This design comes from an exercise in tuning for small area, a short achievable clock period and few clock cycles on the open sky130 flow, not from production work. RTL that was checked went through simulation tests only; none was proved equivalent to the original. The clock port is modelled as an ideal driver; clocking choices that lean on that would not hold on a real chip. Power figures rest on the tool's default switching activity, not on a simulated workload.

rev 12:
==> module LBP, before the edit <==
module LBP ( clk, reset, gray_addr, gray_req, gray_ready, gray_data, lbp_addr, lbp_valid, lbp_data, finish);
input   	clk;
input   	reset;
output  [13:0] 	gray_addr;
output reg         	gray_req;
input   	gray_ready;
input   [7:0] 	gray_data;
output reg  [13:0] 	lbp_addr;
output reg  	lbp_valid;
output  [7:0] 	lbp_data;
output reg  	finish;
parameter K = 6;               
localparam H = K + 2;          
localparam JW = 3;                
reg [6:0] r, x;                
reg [JW-1:0] j;                
reg [7:0] sr [0:H];            
reg xnz;                       
reg xe;                        
reg rz;                        
reg [7:0] lq;                  
reg zq;                        
assign lbp_data = {lq[7:6], lq[5] & !zq, lq[4:0]};
assign gray_addr = {r, x};
wire colend = (j == 0);
wire [6:0] r_down = r + 7'd1;
wire [6:0] r_top = r - (H-1);
wire [6:0] r_strip = {r[6:1], 1'b0};
always @(posedge clk or posedge reset) begin
    if (reset) begin
        r <= 7'd0;
        x <= 7'd0;
        j <= 0;
        xnz <= 1'b0;
        xe <= 1'b0;
        rz <= 1'b1;
        gray_req <= 1'b0;
        lbp_valid <= 1'b0;
        finish <= 1'b0;
    end else begin
        gray_req <= 1'b1;
        if (colend) begin
            j <= H-1;
            x <= x - 7'd1;
            xnz <= (x != 7'd1);
            xe <= (x == 7'd127) | !xnz;
            r <= xnz ? r_top : r_strip;
            rz <= xnz ? (r == H-1) | (r == H) : rz;
        end else begin
            j <= j - 1;
            r <= r_down;
            rz <= (r == 7'd0);
        end
        lbp_valid <= (j <= H-3) | rz;
        finish <= finish | (lbp_valid & (lbp_addr == {7'd126, 7'd1}));
    end
end
wire [7:0] c  = sr[H];
function [1:0] cmp2;
    input [7:0] a, b;
    reg [7:0] g, e;
    reg [3:0] g1, e1;
    reg [1:0] g2, e2;
    integer k;
    begin
        g = a & ~b;
        e = ~(a ^ b);
        for (k = 0; k < 4; k = k + 1) begin
            g1[k] = g[2*k+1] | (e[2*k+1] & g[2*k]);
            e1[k] = e[2*k+1] & e[2*k];
        end
        for (k = 0; k < 2; k = k + 1) begin
            g2[k] = g1[2*k+1] | (e1[2*k+1] & g1[2*k]);
            e2[k] = e1[2*k+1] & e1[2*k];
        end
        cmp2[1] = g2[1] | (e2[1] & g2[0]) | (e2[1] & e2[0]);
        cmp2[0] = ~(g2[1] | (e2[1] & g2[0]));
    end
endfunction
wire [1:0] rdl = cmp2(gray_data, c);
wire [1:0] rlt = cmp2(sr[0], c);
wire [1:0] rul = cmp2(sr[1], c);
wire [1:0] rdn = cmp2(sr[H-1], c);
reg [H:0]   d2;    
reg [H-1:0] d4;    
reg [H-2:0] d7;    
reg         d1;    
wire [7:0] code = {d7[H-2], rdn[1], rdl[1], d4[H-1], rlt[1], d2[H], d1, rul[1]};
wire zero = rz | xe;
integer i;
always @(posedge clk) begin
    sr[0] <= gray_data;
    for (i = 1; i <= H; i = i + 1)
        sr[i] <= sr[i-1];
    d2 <= {d2[H-1:0], rdl[0]};
    d4 <= {d4[H-2:0], rlt[0]};
    d7 <= {d7[H-3:0], rul[0]};
    d1 <= rdn[0];
    lbp_addr <= {r - 7'd1, x + 7'd1};
    lq <= {zero ? 2'b0 : code[7:6], code[5], zero ? 5'b0 : code[4:0]};
    zq <= zero;
end
endmodule
==> flow/config.mk <==
export PLATFORM = sky130hd
export DESIGN_NAME = LBP
export DESIGN_NICKNAME = LBP
export VERILOG_FILES = /design/flow/design.v
export SDC_FILE = /design/flow/constraint.sdc
export NUM_CORES = 4
export LEC_CHECK = 0
export CAP_MARGIN = 20
export CORE_MARGIN = 2
export CORE_UTILIZATION = 60
export PLACE_DENSITY = 0.8
export SETUP_SLACK_MARGIN = 2.35
export SLEW_MARGIN = 20
==> flow/constraint.sdc <==
create_clock -name core_clock -period 4.0 [get_ports {clk}]
set_input_delay 0.8000 -clock core_clock [delete_from_list [all_inputs] [get_ports {clk}]]
set_output_delay 0.8000 -clock core_clock [all_outputs]
set_load 0.01 [all_outputs]
standard.sh (not shown) runs the stock make flow with config.mk's settings and CLKGATE_MAP_FILE= SYNTH_SCRIPT=/design/flow/synth_recipe.tcl, a recipe that flattens the netlist after the stock synthesis.
==> flow/flow/run.sh <==
#!/bin/bash
# Standard layout (the standard.sh), with three changes made through
# ORFS's own hooks and variables:
# - the port buffers are buf_2 cells;
# - flow/clock_tree.tcl builds the clock tree (four clkbuf_16, driven by the
#   clock port, each driving a quarter of the flip-flops) in place of TritonCTS;
# - flow/split_outputs.tcl, after CTS, buffers the address logic off the
#   registers that drive the gray_addr ports.
# make's output goes to make.log here; ORFS's per-step logs stay in orfs/logs.
set -euo pipefail
export BUFFER_PORTS_ARGS="-buffer_cell sky130_fd_sc_hd__buf_2"
export PRE_CTS_TCL="$PWD/flow/clock_tree.tcl"
export POST_CTS_TCL="$PWD/flow/split_outputs.tcl"
export FLOW_TREE_NB=4
export FLOW_TREE_CELL=sky130_fd_sc_hd__clkbuf_16
bash standard.sh > make.log 2>&1
Other scripts of this flow, unchanged in this note and not shown: flow/flow/clock_tree.tcl, flow/flow/split_outputs.tcl
#### Input delta (rev 13 over rev 12)
--- a/flow/design.v
+++ b/flow/design.v
@@ -5,26 +5,23 @@
 output  [13:0] 	gray_addr;
 output reg         	gray_req;
 input   	gray_ready;
 input   [7:0] 	gray_data;
 output reg  [13:0] 	lbp_addr;
 output reg  	lbp_valid;
-output  [7:0] 	lbp_data;
+output reg  [7:0] 	lbp_data;
 output reg  	finish;
 parameter K = 6;               
 localparam H = K + 2;          
 localparam JW = 3;                
 reg [6:0] r, x;                
 reg [JW-1:0] j;                
 reg [7:0] sr [0:H];            
 reg xnz;                       
 reg xe;                        
 reg rz;                        
-reg [7:0] lq;                  
-reg zq;                        
-assign lbp_data = {lq[7:6], lq[5] & !zq, lq[4:0]};
 assign gray_addr = {r, x};
 wire colend = (j == 0);
 wire [6:0] r_down = r + 7'd1;
 wire [6:0] r_top = r - (H-1);
 wire [6:0] r_strip = {r[6:1], 1'b0};
 always @(posedge clk or posedge reset) begin
@@ -95,10 +92,9 @@
         sr[i] <= sr[i-1];
     d2 <= {d2[H-1:0], rdl[0]};
     d4 <= {d4[H-2:0], rlt[0]};
     d7 <= {d7[H-3:0], rul[0]};
     d1 <= rdn[0];
     lbp_addr <= {r - 7'd1, x + 7'd1};
-    lq <= {zero ? 2'b0 : code[7:6], code[5], zero ? 5'b0 : code[4:0]};
-    zq <= zero;
+    lbp_data <= zero ? 8'd0 : code;
 end
 endmodule
==> run notes <==
Compared to rev 12, rev 13 has core utilization of the finished layout 0.43 points lower.
~same met3 usage in rev 13 and rev 12
Growth of design area from synthesis to finish, rev 13 and rev 12: smaller value in rev 12
Max relative contribution of sequential cells to total power across rev 13 and rev 12: rev 13
Of rev 13 and rev 12, it is rev 13 that has the lower distinct cell type count of the synthesized netlist.
Testbench counts of rev 13, summed over its fixed seeds: cycles 387,126.
Only the layout flow was run in rev 12; the RTL was not checked for function there.

========
The RTL this note starts from:
==> flow/design.v <==
`timescale 1ns/10ps
module LBP ( clk, reset, gray_addr, gray_req, gray_ready, gray_data, lbp_addr, lbp_valid, lbp_data, finish);
input   	clk;
input   	reset;
output  [13:0] 	gray_addr;
output reg         	gray_req;
input   	gray_ready;
input   [7:0] 	gray_data;
output reg  [13:0] 	lbp_addr;
output reg  	lbp_valid;
output  [7:0] 	lbp_data;
output reg  	finish;
parameter K = 6;               
localparam H = K + 2;          
localparam JW = 3;                
reg [6:0] r, x;                
reg [JW-1:0] j;                
reg [7:0] sr [0:H];            
reg xnz;                       
reg xe;                        
reg rz;                        
reg ncz;                       
reg [7:0] lq;                  
reg zq;                        
assign lbp_data = {lq[7:6], lq[5] & !zq, lq[4:0]};
assign gray_addr = {r, x};
wire colend = !ncz;
wire [6:0] r_down = r + 7'd1;
wire [6:0] r_top = r - (H-1);
wire [6:0] r_strip = {r[6:1], 1'b0};
wire [6:0] r_n = !colend ? r_down : xnz ? r_top : r_strip;
wire [6:0] x_dec = x - 7'd1;
wire [6:0] x_n = colend ? x_dec : x;
always @(posedge clk or posedge reset) begin
    if (reset) begin
        r <= 7'd0;
        x <= 7'd0;
        j <= 0;
        ncz <= 1'b0;
        xnz <= 1'b0;
        xe <= 1'b0;
        rz <= 1'b1;
        gray_req <= 1'b0;
        lbp_valid <= 1'b0;
        finish <= 1'b0;
    end else begin
        gray_req <= 1'b1;
        r <= r_n;
        x <= x_n;
        ncz <= colend | (j != 1);
        if (colend) begin
            j <= H-1;
            xnz <= (x != 7'd1);
            xe <= (x == 7'd127) | !xnz;
            rz <= xnz ? (r == H-1) | (r == H) : rz;
        end else begin
            j <= j - 1;
            rz <= (r == 7'd0);
        end
        lbp_valid <= (j <= H-3) | rz;
        finish <= finish | (lbp_valid & (lbp_addr == {7'd126, 7'd1}));
    end
end
wire [7:0] c  = sr[H];
function [1:0] cmp2;
    input [7:0] a, b;
    reg [7:0] g, e;
    reg [3:0] g1, e1;
    reg [1:0] g2, e2;
    integer k;
    begin
        g = a & ~b;
        e = ~(a ^ b);
        for (k = 0; k < 4; k = k + 1) begin
            g1[k] = g[2*k+1] | (e[2*k+1] & g[2*k]);
            e1[k] = e[2*k+1] & e[2*k];
        end
        for (k = 0; k < 2; k = k + 1) begin
            g2[k] = g1[2*k+1] | (e1[2*k+1] & g1[2*k]);
            e2[k] = e1[2*k+1] & e1[2*k];
        end
        cmp2[1] = g2[1] | (e2[1] & g2[0]) | (e2[1] & e2[0]);
        cmp2[0] = ~(g2[1] | (e2[1] & g2[0]));
    end
endfunction
wire [1:0] rdl = cmp2(gray_data, c);
wire [1:0] rlt = cmp2(sr[0], c);
wire [1:0] rul = cmp2(sr[1], c);
wire [1:0] rdn = cmp2(sr[H-1], c);
reg [H:0]   d2;    
reg [H-1:0] d4;    
reg [H-2:0] d7;    
reg         d1;    
wire [7:0] code = {d7[H-2], rdn[1], rdl[1], d4[H-1], rlt[1], d2[H], d1, rul[1]};
wire zero = rz | xe;
integer i;
always @(posedge clk) begin
    sr[0] <= gray_data;
    for (i = 1; i <= H; i = i + 1)
        sr[i] <= sr[i-1];
    d2 <= {d2[H-1:0], rdl[0]};
    d4 <= {d4[H-2:0], rlt[0]};
    d7 <= {d7[H-3:0], rul[0]};
    d1 <= rdn[0];
    lbp_addr <= {r - 7'd1, x + 7'd1};
    lq <= {zero ? 2'b0 : code[7:6], code[5], zero ? 5'b0 : code[4:0]};
    zq <= zero;
end
endmodule
export LEC_CHECK = 0
export CAP_MARGIN = 20
export CORE_MARGIN = 2
export CORE_UTILIZATION = 60
export PLACE_DENSITY = 0.8
export SETUP_SLACK_MARGIN = 2.4
export SLEW_MARGIN = 20
create_clock -name core_clock -period 4.0 [get_ports {clk}]
Scripts as last shown in full above: flow/flow/run.sh
Other scripts of this flow, unchanged in this note and not shown: flow/flow/clock_tree.tcl, flow/flow/split_outputs.tcl
Testbench counts at the start, summed over its fixed seeds: cycles 387,126.
Edit:
--- a/flow/design.v
+++ b/flow/design.v
@@ -19,12 +19,13 @@
 reg xnz;                       
 reg xe;                        
 reg rz;                        
 reg ncz;                       
 reg [7:0] lq;                  
 reg zq;                        
+reg lastq;                     
 assign lbp_data = {lq[7:6], lq[5] & !zq, lq[4:0]};
 assign gray_addr = {r, x};
 wire colend = !ncz;
 wire [6:0] r_down = r + 7'd1;
 wire [6:0] r_top = r - (H-1);
 wire [6:0] r_strip = {r[6:1], 1'b0};
@@ -40,12 +41,13 @@
         xnz <= 1'b0;
         xe <= 1'b0;
         rz <= 1'b1;
         gray_req <= 1'b0;
         lbp_valid <= 1'b0;
         finish <= 1'b0;
+        lastq <= 1'b0;
     end else begin
         gray_req <= 1'b1;
         r <= r_n;
         x <= x_n;
         ncz <= colend | (j != 1);
         if (colend) begin
@@ -55,13 +57,14 @@
             rz <= xnz ? (r == H-1) | (r == H) : rz;
         end else begin
             j <= j - 1;
             rz <= (r == 7'd0);
         end
         lbp_valid <= (j <= H-3) | rz;
-        finish <= finish | (lbp_valid & (lbp_addr == {7'd126, 7'd1}));
+        lastq <= colend & !xnz & (&r);
+        finish <= finish | lastq;
     end
 end
 wire [7:0] c  = sr[H];
 function [1:0] cmp2;
     input [7:0] a, b;
     reg [7:0] g, e;
Global-route usage shrinks by 1.0 points. Setup slack degrades by 0.042 ns. Routed wire length goes up by 0.87%. Sequential share of layout area goes up by 0.46 points. Worst hold slack gets worse by 0.0098 ns. Final area barely changes. Power goes up by 0.80%. Synthesized cell count falls by 1.1%. Fmax went down by 2.6%. Final cell count stays the same. Flip-flop and latch count rose by 1.
Only the layout flow was run in the second run of this note; the RTL was not checked for function there.

========
## oak
RTL: the design.v shown in full above, as it stands there.
Settings: LEC_CHECK=0, CAP_MARGIN=20, CORE_MARGIN=2, CORE_UTILIZATION=60, PLACE_DENSITY=0.8, SETUP_SLACK_MARGIN=2.3, SLEW_MARGIN=20; clock period 4.0 ns.
==> flow/flow/run.sh <==
#!/bin/bash
# Standard layout, with the port buffers given as one buffer cell and the
# clock tree built by flow/clock_tree.tcl in place of TritonCTS's.
# make's output goes to make.log here; ORFS's per-step logs stay in orfs/logs.
set -euo pipefail
export BUFFER_PORTS_ARGS="-buffer_cell sky130_fd_sc_hd__buf_2"
export PRE_CTS_TCL="$PWD/flow/clock_tree.tcl"
export FLOW_TREE_NB=4
export FLOW_TREE_CELL=sky130_fd_sc_hd__clkbuf_16
bash standard.sh > make.log 2>&1
Other scripts of this flow, unchanged in this note and not shown: flow/flow/clock_tree.tcl
Both conditions hold for oak: the flow ran to the end and the final layout passed the timing, design-rule and antenna checks.
Testbench counts of oak, summed over its fixed seeds: cycles 387,126.
Input changes introduced in pine (baseline for comparison: oak):
--- a/flow/design.v
+++ b/flow/design.v
@@ -8,7 +8,7 @@
 input   [7:0] 	gray_data;
 output reg  [13:0] 	lbp_addr;
 output reg  	lbp_valid;
-output  [7:0] 	lbp_data;
+output reg  [7:0] 	lbp_data;
 output reg  	finish;
 parameter K = 6;               
 localparam H = K + 2;          
@@ -16,48 +16,30 @@
 reg [6:0] r, x;                
 reg [JW-1:0] j;                
 reg [7:0] sr [0:H];            
-reg xnz;                       
-reg xe;                        
-reg rz;                        
-reg ncz;                       
-reg [7:0] lq;                  
-reg zq;                        
-assign lbp_data = {lq[7:6], lq[5] & !zq, lq[4:0]};
 assign gray_addr = {r, x};
-wire colend = !ncz;
+wire colend = (j == 0);
 wire [6:0] r_down = r + 7'd1;
 wire [6:0] r_top = r - (H-1);
 wire [6:0] r_strip = {r[6:1], 1'b0};
-wire [6:0] r_n = !colend ? r_down : xnz ? r_top : r_strip;
-wire [6:0] x_dec = x - 7'd1;
-wire [6:0] x_n = colend ? x_dec : x;
 always @(posedge clk or posedge reset) begin
     if (reset) begin
         r <= 7'd0;
         x <= 7'd0;
         j <= 0;
-        ncz <= 1'b0;
-        xnz <= 1'b0;
-        xe <= 1'b0;
-        rz <= 1'b1;
         gray_req <= 1'b0;
         lbp_valid <= 1'b0;
         finish <= 1'b0;
     end else begin
         gray_req <= 1'b1;
-        r <= r_n;
-        x <= x_n;
-        ncz <= colend | (j != 1);
         if (colend) begin
             j <= H-1;
-            xnz <= (x != 7'd1);
-            xe <= (x == 7'd127) | !xnz;
-            rz <= xnz ? (r == H-1) | (r == H) : rz;
+            x <= x - 7'd1;
+            r <= (x == 7'd0) ? r_strip : r_top;
         end else begin
             j <= j - 1;
-            rz <= (r == 7'd0);
+            r <= r_down;
         end
-        lbp_valid <= (j <= H-3) | rz;
+        lbp_valid <= (j <= H-3) | (r[6:1] == 6'd0);
         finish <= finish | (lbp_valid & (lbp_addr == {7'd126, 7'd1}));
     end
 end
@@ -92,7 +74,7 @@
 reg [H-2:0] d7;    
 reg         d1;    
 wire [7:0] code = {d7[H-2], rdn[1], rdl[1], d4[H-1], rlt[1], d2[H], d1, rul[1]};
-wire zero = rz | xe;
+wire zero = (r[6:1] == 6'd0) | (x[6:1] == 6'h3f);
 integer i;
 always @(posedge clk) begin
     sr[0] <= gray_data;
@@ -103,7 +85,6 @@
     d7 <= {d7[H-3:0], rul[0]};
     d1 <= rdn[0];
     lbp_addr <= {r - 7'd1, x + 7'd1};
-    lq <= {zero ? 2'b0 : code[7:6], code[5], zero ? 5'b0 : code[4:0]};
-    zq <= zero;
+    lbp_data <= zero ? 8'd0 : code;
 end
 endmodule
Notes after the runs:
- Every stage of the flow completed for pine, and the final layout passed the timing, design-rule and antenna checks.
- oak leaves more setup margin than pine.
- Relative to oak, the maximum VDD drop measured on pine has increased slightly.
- Cmp oak and pine / first-pass GRT wire length / higher: pine
- [compare] base=oak new=pine: area after synthesis lower, worst hold slack went down, synthesis-to-finish area growth grew by 3.6 points.
- For final wirelength, dividing the value from pine by the value from oak gives 1.06.
- pine vs oak: final layout net count down by a few percent
- oak -> pine: portion of the post-synthesis area used by sequential elements flat
- [compare] base=oak new=pine: slew at the pin closest to its max-slew limit decreased by 190 ps relative to the old numbers, gate count after technology mapping went down by 21, half-perimeter wire length after detailed placement increased by about 0.5% relative to the old numbers, overall power saw a decrease.
Function not checked in pine: the RTL went through the layout flow alone.

==> re-timing with driven ports <==
In the flow no input, the clock included, has a driving cell. The finished layouts below were timed again as built, in two steps. Step 1 assumes that a clkbuf_16 drives the clock port and a buf_2 every other input. Step 2 adds t to the input delays and takes it off the output delays; t is the mean of the earliest and latest rising clock arrival at the registers after step 1. Input paths then give back, and output paths get back, about the clock's delay inside the block. Slacks: ideal ports / drivers / drivers and shift; pairs: ideal ports / drivers.
run | shift t [ns] | slack for setup (ns) | worst setup path after step 2 | worst data-port slew with drivers (ns) | cell pins on the clock port's net
rev 12 | 0.248 | 2.388 / 2.381 / 2.268 | input to register | 0.04 | 4
rev 13 | 0.249 | 2.336 / 2.377 / 2.128 | input to register | 0.04 | 4
the first run of note 2 | 0.247 | 2.430 / 2.356 / 2.292 | input to register | 0.04 | 4
the second run of note 2 | 0.248 | 2.388 / 2.363 / 2.295 | input to register | 0.03 | 4
oak | 0.247 | 2.347 / 2.272 / 2.283 | input to register | 0.04 | 4
pine | 0.248 | 2.315 / 2.241 / 2.208 | input to register | 0.04 | 4
After both steps setup and hold are still met in every run listed. The setup slack of rev 13, which loses most, moves by +0.041 ns with the drivers and by -0.208 ns with both steps.
